Source: an optimization exercise on an open RTL-to-GDS flow (aim: small area). Production flows keep margins and buffers that such runs may drop. Only simulation tests tie the RTL to the original design; equivalence was not proved.

==> 12-13: inputs <==
// main
module main(
    input wire clk,
    input wire rst,
    input wire btnC,
    input wire btnL,
    input wire btnR,
    output wire [6:0] seg,
    output wire [3:0] an_on,
    output wire [2:0] vgaRed,
    output wire [2:0] vgaGreen,
    output wire [1:0] vgaBlue,
    output wire Hsync,
    output wire Vsync
);
==> module clk_divider, before the edit <==
module clk_divider (
    input wire clk,
    input wire rst,
    output wire display_en,
    output wire scan_en,
    output wire sym_en
);
    reg [11:0] q;
    always @(posedge clk) begin
        if (rst) q <= 12'd0;
        else     q <= q + 12'd1;
    end
    assign display_en = (q[1:0] == 2'b01);
    wire low = &q[8:0];
    assign scan_en    = low & ~q[9];                  
    assign sym_en     = low & q[9] & q[10] & ~q[11];  
endmodule
==> module main, before the edit <==
module main(
    input wire clk,
    input wire rst,
    input wire btnC,
    input wire btnL,
    input wire btnR,
    output wire [6:0] seg,
    output wire [3:0] an_on,
    output wire [2:0] vgaRed,
    output wire [2:0] vgaGreen,
    output wire [1:0] vgaBlue,
    output wire Hsync,
    output wire Vsync
);
    wire display_en, scan_en, sym_en;
    clk_divider div (
        .clk(clk), .rst(rst),
        .display_en(display_en), .scan_en(scan_en), .sym_en(sym_en)
    );
    reg [5:0] lfsr;
    wire lz = ~|lfsr;
    wire fb = lfsr[5] ^ lfsr[0];
    wire [1:0] symbol = lfsr[1:0];
    wire sym_change = lz | lfsr[5] | (lfsr[1] ^ lfsr[0]);
    always @(posedge clk) begin
        if (rst) lfsr <= 6'd0;
        else if (sym_en) lfsr <= {lfsr[4:1], lfsr[0] | lz, fb | lz};
    end
    vga640x480 display (
        .clk(clk), .rst(rst), .en(display_en), .symbol(symbol),
        .hsync(Hsync), .vsync(Vsync),
        .red(vgaRed), .green(vgaGreen), .blue(vgaBlue)
    );
    reg winner;
    reg [3:0] p1t, p1u, p2t, p2u;
    wire inc = lfsr[1] & lfsr[0];
    wire act1 = ~winner & btnL;
    wire act2 = ~winner & btnR;
    function [7:0] upd;
        input [3:0] t0;
        input [3:0] u0;
        input clr;
        input act;
        input up;
        reg [3:0] t, u;
        begin
            t = clr ? 4'd0 : t0;
            u = clr ? 4'd0 : u0;
            if (act) begin
                if (up) begin
                    if (u[3] & u[0]) begin
                        u = 4'd0;
                        t = (t[3] & t[0]) ? 4'd0 : t + 4'd1;
                    end else
                        u = u + 4'd1;
                end else begin
                    if (u == 4'd0) begin
                        if (t != 4'd0) begin
                            u = 4'd9;
                            t = t - 4'd1;
                        end
                    end else
                        u = u - 4'd1;
                end
            end
            upd = {t, u};
        end
    endfunction
    wire [7:0] n1 = upd(p1t, p1u, btnC, act1, inc);
    wire [7:0] n2 = upd(p2t, p2u, btnC, act2, inc);
    always @(posedge clk) begin
        if (rst) begin
            winner <= 1'b0;
            p1t <= 4'd0; p1u <= 4'd0;
            p2t <= 4'd0; p2u <= 4'd0;
        end else begin
            winner <= (winner | btnL | btnR) & ~(sym_en & sym_change);
            {p1t, p1u} <= n1;
            {p2t, p2u} <= n2;
        end
    end
    reg [3:0] dg;
    reg [1:0] pos;
    wire blank = dg[3] & dg[2];
    wire [1:0] npos = blank ? 2'd0 : pos + 2'd1;
    reg [3:0] sel;
    always @(*) begin
        case (npos)
            2'd0: sel = p1t;
            2'd1: sel = p1u;
            2'd2: sel = p2t;
            default: sel = p2u;
        endcase
    end
    always @(posedge clk) begin
        if (rst)
            dg <= 4'hF;
        else if (scan_en) begin
            dg <= sel;
            pos <= npos;
        end
    end
    assign an_on = blank ? 4'b1111 : ~(4'b1000 >> pos);
    reg [6:0] sg;
    always @(*) begin
        case (dg)
            4'd0: sg = 7'b1000000;
            4'd1: sg = 7'b1111001;
            4'd2: sg = 7'b0100100;
            4'd3: sg = 7'b0110000;
            4'd4: sg = 7'b0011001;
            4'd5: sg = 7'b0010010;
            4'd6: sg = 7'b0000010;
            4'd7: sg = 7'b1111000;
            4'd8: sg = 7'b0000000;
            4'd9: sg = 7'b0010000;
            default: sg = 7'b1111111;
        endcase
    end
    assign seg = sg;
endmodule
==> flow/config.mk <==
export PLATFORM = sky130hd
export DESIGN_NAME = main
export DESIGN_NICKNAME = main
export VERILOG_FILES = /design/flow/design.v
export SDC_FILE = /design/flow/constraint.sdc
export NUM_CORES = 4
export LEC_CHECK = 0
export CAP_MARGIN = 20
export CORE_MARGIN = 2
export CORE_UTILIZATION = 40
export SLEW_MARGIN = 20
==> flow/constraint.sdc <==
create_clock -name core_clock -period 7.0 [get_ports {clk}]
set_input_delay 1.4000 -clock core_clock [delete_from_list [all_inputs] [get_ports {clk}]]
set_output_delay 1.4000 -clock core_clock [all_outputs]
set_load 0.01 [all_outputs]
run.sh (not shown) runs the stock make flow with config.mk's settings and CLKGATE_MAP_FILE= SYNTH_SCRIPT=/design/flow/synth_recipe.tcl, a recipe that flattens the netlist after the stock synthesis.
==> 03-02: changes against 12-13 <==
--- a/flow/design.v
+++ b/flow/design.v
@@ -4,17 +4,26 @@
     input wire rst,
     output wire display_en,
     output wire scan_en,
-    output wire sym_en
+    output wire sym_en,
+    output wire [2:0] qh        
 );
-    reg [11:0] q;
+    reg [1:0] j;
+    reg [9:0] u;
+    wire j3 = j[1] & ~j[0];
     always @(posedge clk) begin
-        if (rst) q <= 12'd0;
-        else     q <= q + 12'd1;
+        if (rst) begin
+            j <= 2'b00;
+            u <= 10'd0;
+        end else begin
+            j <= {j[0], ~j[1]};
+            u <= u + {9'd0, j3};
+        end
     end
-    assign display_en = (q[1:0] == 2'b01);
-    wire low = &q[8:0];
-    assign scan_en    = low & ~q[9];                  
-    assign sym_en     = low & q[9] & q[10] & ~q[11];  
+    assign display_en = ~j[1] & j[0];                      
+    wire low = j3 & (&u[6:0]);                             
+    assign scan_en    = low & ~u[7];                       
+    assign sym_en     = low & u[7] & u[8] & ~u[9];         
+    assign qh = u[9:7];
 endmodule
 `timescale 1ns / 1ps
 module vga640x480(
@@ -85,9 +94,10 @@
     output wire Vsync
 );
     wire display_en, scan_en, sym_en;
+    wire [2:0] qh;
     clk_divider div (
         .clk(clk), .rst(rst),
-        .display_en(display_en), .scan_en(scan_en), .sym_en(sym_en)
+        .display_en(display_en), .scan_en(scan_en), .sym_en(sym_en), .qh(qh)
     );
     reg [5:0] lfsr;
     wire lz = ~|lfsr;
@@ -108,34 +118,30 @@
     wire inc = lfsr[1] & lfsr[0];
     wire act1 = ~winner & btnL;
     wire act2 = ~winner & btnR;
+    function [3:0] tog;
+        input [3:0] d;
+        input up;
+        begin
+            tog[0] = 1'b1;
+            tog[1] = up ? (d[0] & ~d[3]) : (~d[0] & (d[3] | d[2] | d[1]));
+            tog[2] = up ? (d[1] & d[0]) : (~d[1] & ~d[0] & (d[3] | d[2]));
+            tog[3] = up ? ((d[2] & d[1] & d[0]) | (d[3] & d[0])) : (~d[2] & ~d[1] & ~d[0]);
+        end
+    endfunction
     function [7:0] upd;
-        input [3:0] t0;
-        input [3:0] u0;
+        input [3:0] t;
+        input [3:0] u;
         input clr;
         input act;
         input up;
-        reg [3:0] t, u;
+        reg zu, zt, enu, ent;
         begin
-            t = clr ? 4'd0 : t0;
-            u = clr ? 4'd0 : u0;
-            if (act) begin
-                if (up) begin
-                    if (u[3] & u[0]) begin
-                        u = 4'd0;
-                        t = (t[3] & t[0]) ? 4'd0 : t + 4'd1;
-                    end else
-                        u = u + 4'd1;
-                end else begin
-                    if (u == 4'd0) begin
-                        if (t != 4'd0) begin
-                            u = 4'd9;
-                            t = t - 4'd1;
-                        end
-                    end else
-                        u = u - 4'd1;
-                end
-            end
-            upd = {t, u};
+            zu = ~|u;
+            zt = ~|t;
+            enu = act & (up | ~zu | ~zt);
+            ent = act & (up ? (u[3] & u[0]) : (zu & ~zt));
+            upd[3:0] = clr ? {3'b000, act & up} : u ^ ({4{enu}} & tog(u, up));
+            upd[7:4] = clr ? 4'b0000 : t ^ ({4{ent}} & tog(t, up));
         end
     endfunction
     wire [7:0] n1 = upd(p1t, p1u, btnC, act1, inc);
@@ -152,12 +158,10 @@
         end
     end
     reg [3:0] dg;
-    reg [1:0] pos;
     wire blank = dg[3] & dg[2];
-    wire [1:0] npos = blank ? 2'd0 : pos + 2'd1;
     reg [3:0] sel;
     always @(*) begin
-        case (npos)
+        case (qh[2:1])
             2'd0: sel = p1t;
             2'd1: sel = p1u;
             2'd2: sel = p2t;
@@ -167,27 +171,19 @@
     always @(posedge clk) begin
         if (rst)
             dg <= 4'hF;
-        else if (scan_en) begin
+        else if (scan_en)
             dg <= sel;
-            pos <= npos;
-        end
     end
-    assign an_on = blank ? 4'b1111 : ~(4'b1000 >> pos);
-    reg [6:0] sg;
-    always @(*) begin
-        case (dg)
-            4'd0: sg = 7'b1000000;
-            4'd1: sg = 7'b1111001;
-            4'd2: sg = 7'b0100100;
-            4'd3: sg = 7'b0110000;
-            4'd4: sg = 7'b0011001;
-            4'd5: sg = 7'b0010010;
-            4'd6: sg = 7'b0000010;
-            4'd7: sg = 7'b1111000;
-            4'd8: sg = 7'b0000000;
-            4'd9: sg = 7'b0010000;
-            default: sg = 7'b1111111;
-        endcase
-    end
-    assign seg = sg;
+    assign an_on[3] = blank | ~(qh == 3'd1 | qh == 3'd2);
+    assign an_on[2] = blank | ~(qh == 3'd3 | qh == 3'd4);
+    assign an_on[1] = blank | ~(qh == 3'd5 | qh == 3'd6);
+    assign an_on[0] = blank | ~(qh == 3'd7 | qh == 3'd0);
+    wire [3:0] d = dg;
+    assign seg[0] = (~d[3] & ~d[2] & ~d[1] & d[0]) | (d[3] & d[2]) | (d[2] & ~d[1] & ~d[0]);
+    assign seg[1] = (d[3] & d[2]) | (d[2] & ~d[1] & d[0]) | (d[2] & d[1] & ~d[0]);
+    assign seg[2] = (d[3] & d[2]) | (~d[2] & d[1] & ~d[0]);
+    assign seg[3] = (~d[3] & ~d[2] & ~d[1] & d[0]) | (d[2] & ~d[1] & ~d[0]) | (d[2] & d[1] & d[0]);
+    assign seg[4] = (d[2] & ~d[1]) | d[0];
+    assign seg[5] = (~d[3] & ~d[2] & d[0]) | (~d[2] & d[1]) | (d[1] & d[0]);
+    assign seg[6] = (~d[3] & ~d[2] & ~d[1]) | (d[2] & d[1] & d[0]);
 endmodule
--- a/flow/config.mk
+++ b/flow/config.mk
@@ -5,7 +5,11 @@
 export SDC_FILE = /design/flow/constraint.sdc
 export NUM_CORES = 4
 export LEC_CHECK = 0
+export ABC_AREA = 1
 export CAP_MARGIN = 20
 export CORE_MARGIN = 2
 export CORE_UTILIZATION = 40
+export CTS_BUF_LIST = sky130_fd_sc_hd__clkbuf_4
+export CTS_CLUSTER_DIAMETER = 200
+export CTS_CLUSTER_SIZE = 40
 export SLEW_MARGIN = 20
==> 12-06: changes against 12-13 <==
--- a/flow/design.v
+++ b/flow/design.v
@@ -108,34 +108,30 @@
     wire inc = lfsr[1] & lfsr[0];
     wire act1 = ~winner & btnL;
     wire act2 = ~winner & btnR;
+    function [3:0] tog;
+        input [3:0] d;
+        input up;
+        begin
+            tog[0] = 1'b1;
+            tog[1] = up ? (d[0] & ~d[3]) : (~d[0] & (d[3] | d[2] | d[1]));
+            tog[2] = up ? (d[1] & d[0]) : (~d[1] & ~d[0] & (d[3] | d[2]));
+            tog[3] = up ? ((d[2] & d[1] & d[0]) | (d[3] & d[0])) : (~d[2] & ~d[1] & ~d[0]);
+        end
+    endfunction
     function [7:0] upd;
-        input [3:0] t0;
-        input [3:0] u0;
+        input [3:0] t;
+        input [3:0] u;
         input clr;
         input act;
         input up;
-        reg [3:0] t, u;
+        reg zu, zt, enu, ent;
         begin
-            t = clr ? 4'd0 : t0;
-            u = clr ? 4'd0 : u0;
-            if (act) begin
-                if (up) begin
-                    if (u[3] & u[0]) begin
-                        u = 4'd0;
-                        t = (t[3] & t[0]) ? 4'd0 : t + 4'd1;
-                    end else
-                        u = u + 4'd1;
-                end else begin
-                    if (u == 4'd0) begin
-                        if (t != 4'd0) begin
-                            u = 4'd9;
-                            t = t - 4'd1;
-                        end
-                    end else
-                        u = u - 4'd1;
-                end
-            end
-            upd = {t, u};
+            zu = ~|u;
+            zt = ~|t;
+            enu = act & (up | ~zu | ~zt);
+            ent = act & (up ? (u[3] & u[0]) : (zu & ~zt));
+            upd[3:0] = clr ? {3'b000, act & up} : u ^ ({4{enu}} & tog(u, up));
+            upd[7:4] = clr ? 4'b0000 : t ^ ({4{ent}} & tog(t, up));
         end
     endfunction
     wire [7:0] n1 = upd(p1t, p1u, btnC, act1, inc);
@@ -173,21 +169,12 @@
         end
     end
     assign an_on = blank ? 4'b1111 : ~(4'b1000 >> pos);
-    reg [6:0] sg;
-    always @(*) begin
-        case (dg)
-            4'd0: sg = 7'b1000000;
-            4'd1: sg = 7'b1111001;
-            4'd2: sg = 7'b0100100;
-            4'd3: sg = 7'b0110000;
-            4'd4: sg = 7'b0011001;
-            4'd5: sg = 7'b0010010;
-            4'd6: sg = 7'b0000010;
-            4'd7: sg = 7'b1111000;
-            4'd8: sg = 7'b0000000;
-            4'd9: sg = 7'b0010000;
-            default: sg = 7'b1111111;
-        endcase
-    end
-    assign seg = sg;
+    wire [3:0] d = dg;
+    assign seg[0] = (~d[3] & ~d[2] & ~d[1] & d[0]) | (d[3] & d[2]) | (d[2] & ~d[1] & ~d[0]);
+    assign seg[1] = (d[3] & d[2]) | (d[2] & ~d[1] & d[0]) | (d[2] & d[1] & ~d[0]);
+    assign seg[2] = (d[3] & d[2]) | (~d[2] & d[1] & ~d[0]);
+    assign seg[3] = (~d[3] & ~d[2] & ~d[1] & d[0]) | (d[2] & ~d[1] & ~d[0]) | (d[2] & d[1] & d[0]);
+    assign seg[4] = (d[2] & ~d[1]) | d[0];
+    assign seg[5] = (~d[3] & ~d[2] & d[0]) | (~d[2] & d[1]) | (d[1] & d[0]);
+    assign seg[6] = (~d[3] & ~d[2] & ~d[1]) | (d[2] & d[1] & d[0]);
 endmodule
==> comparison <==
- Clock skew: 12-06 is higher than 03-02 (0.0035 ns).
- Between 12-13 and 12-06, the lower synthesized cell count is in 12-06 (gap about 14%, measured against 12-06).
- 03-02 completed without violations. 12-13 completed with no timing, DRC or antenna violations. 12-06 went through all stages and came out clean.
- Between 03-02 and 12-06, the lower worst hold slack is in 03-02 (gap 0.014 ns).
- In 03-02 the utilization is lower than in 12-13, by 0.54 points.

## what the ideal ports hide
In the flow no input, the clock included, has a driving cell. The finished layouts below were timed again as built, in two steps.
Step 1: set_driving_cell puts a clkbuf_16 on clk and a buf_2 on each other input, an assumption about the parent block.
Step 2 also shifts input and output timing later by t, the mid clock arrival at the registers, as if the neighbouring blocks saw the same clock.
Three values: ideal, step 1, step 2; two values: the first two.
| run | shift t [ns] | setup slack, ns | worst setup path after step 2 | clock arrival spread, ns | worst slew at a driven data input, ns |
|---|---|---|---|---|---|
| 12-13 | 0.376 | 2.480 / 2.439 / 2.815 | register to output | 0.006 / 0.006 | 0.03 |
| 03-02 | 0.424 | 2.595 / 2.567 / 2.991 | register to output | 0.008 / 0.008 | 0.03 |
| 12-06 | 0.366 | 2.669 / 2.639 / 3.005 | register to output | 0.012 / 0.012 | 0.03 |
After both steps every run listed still meets setup and hold.
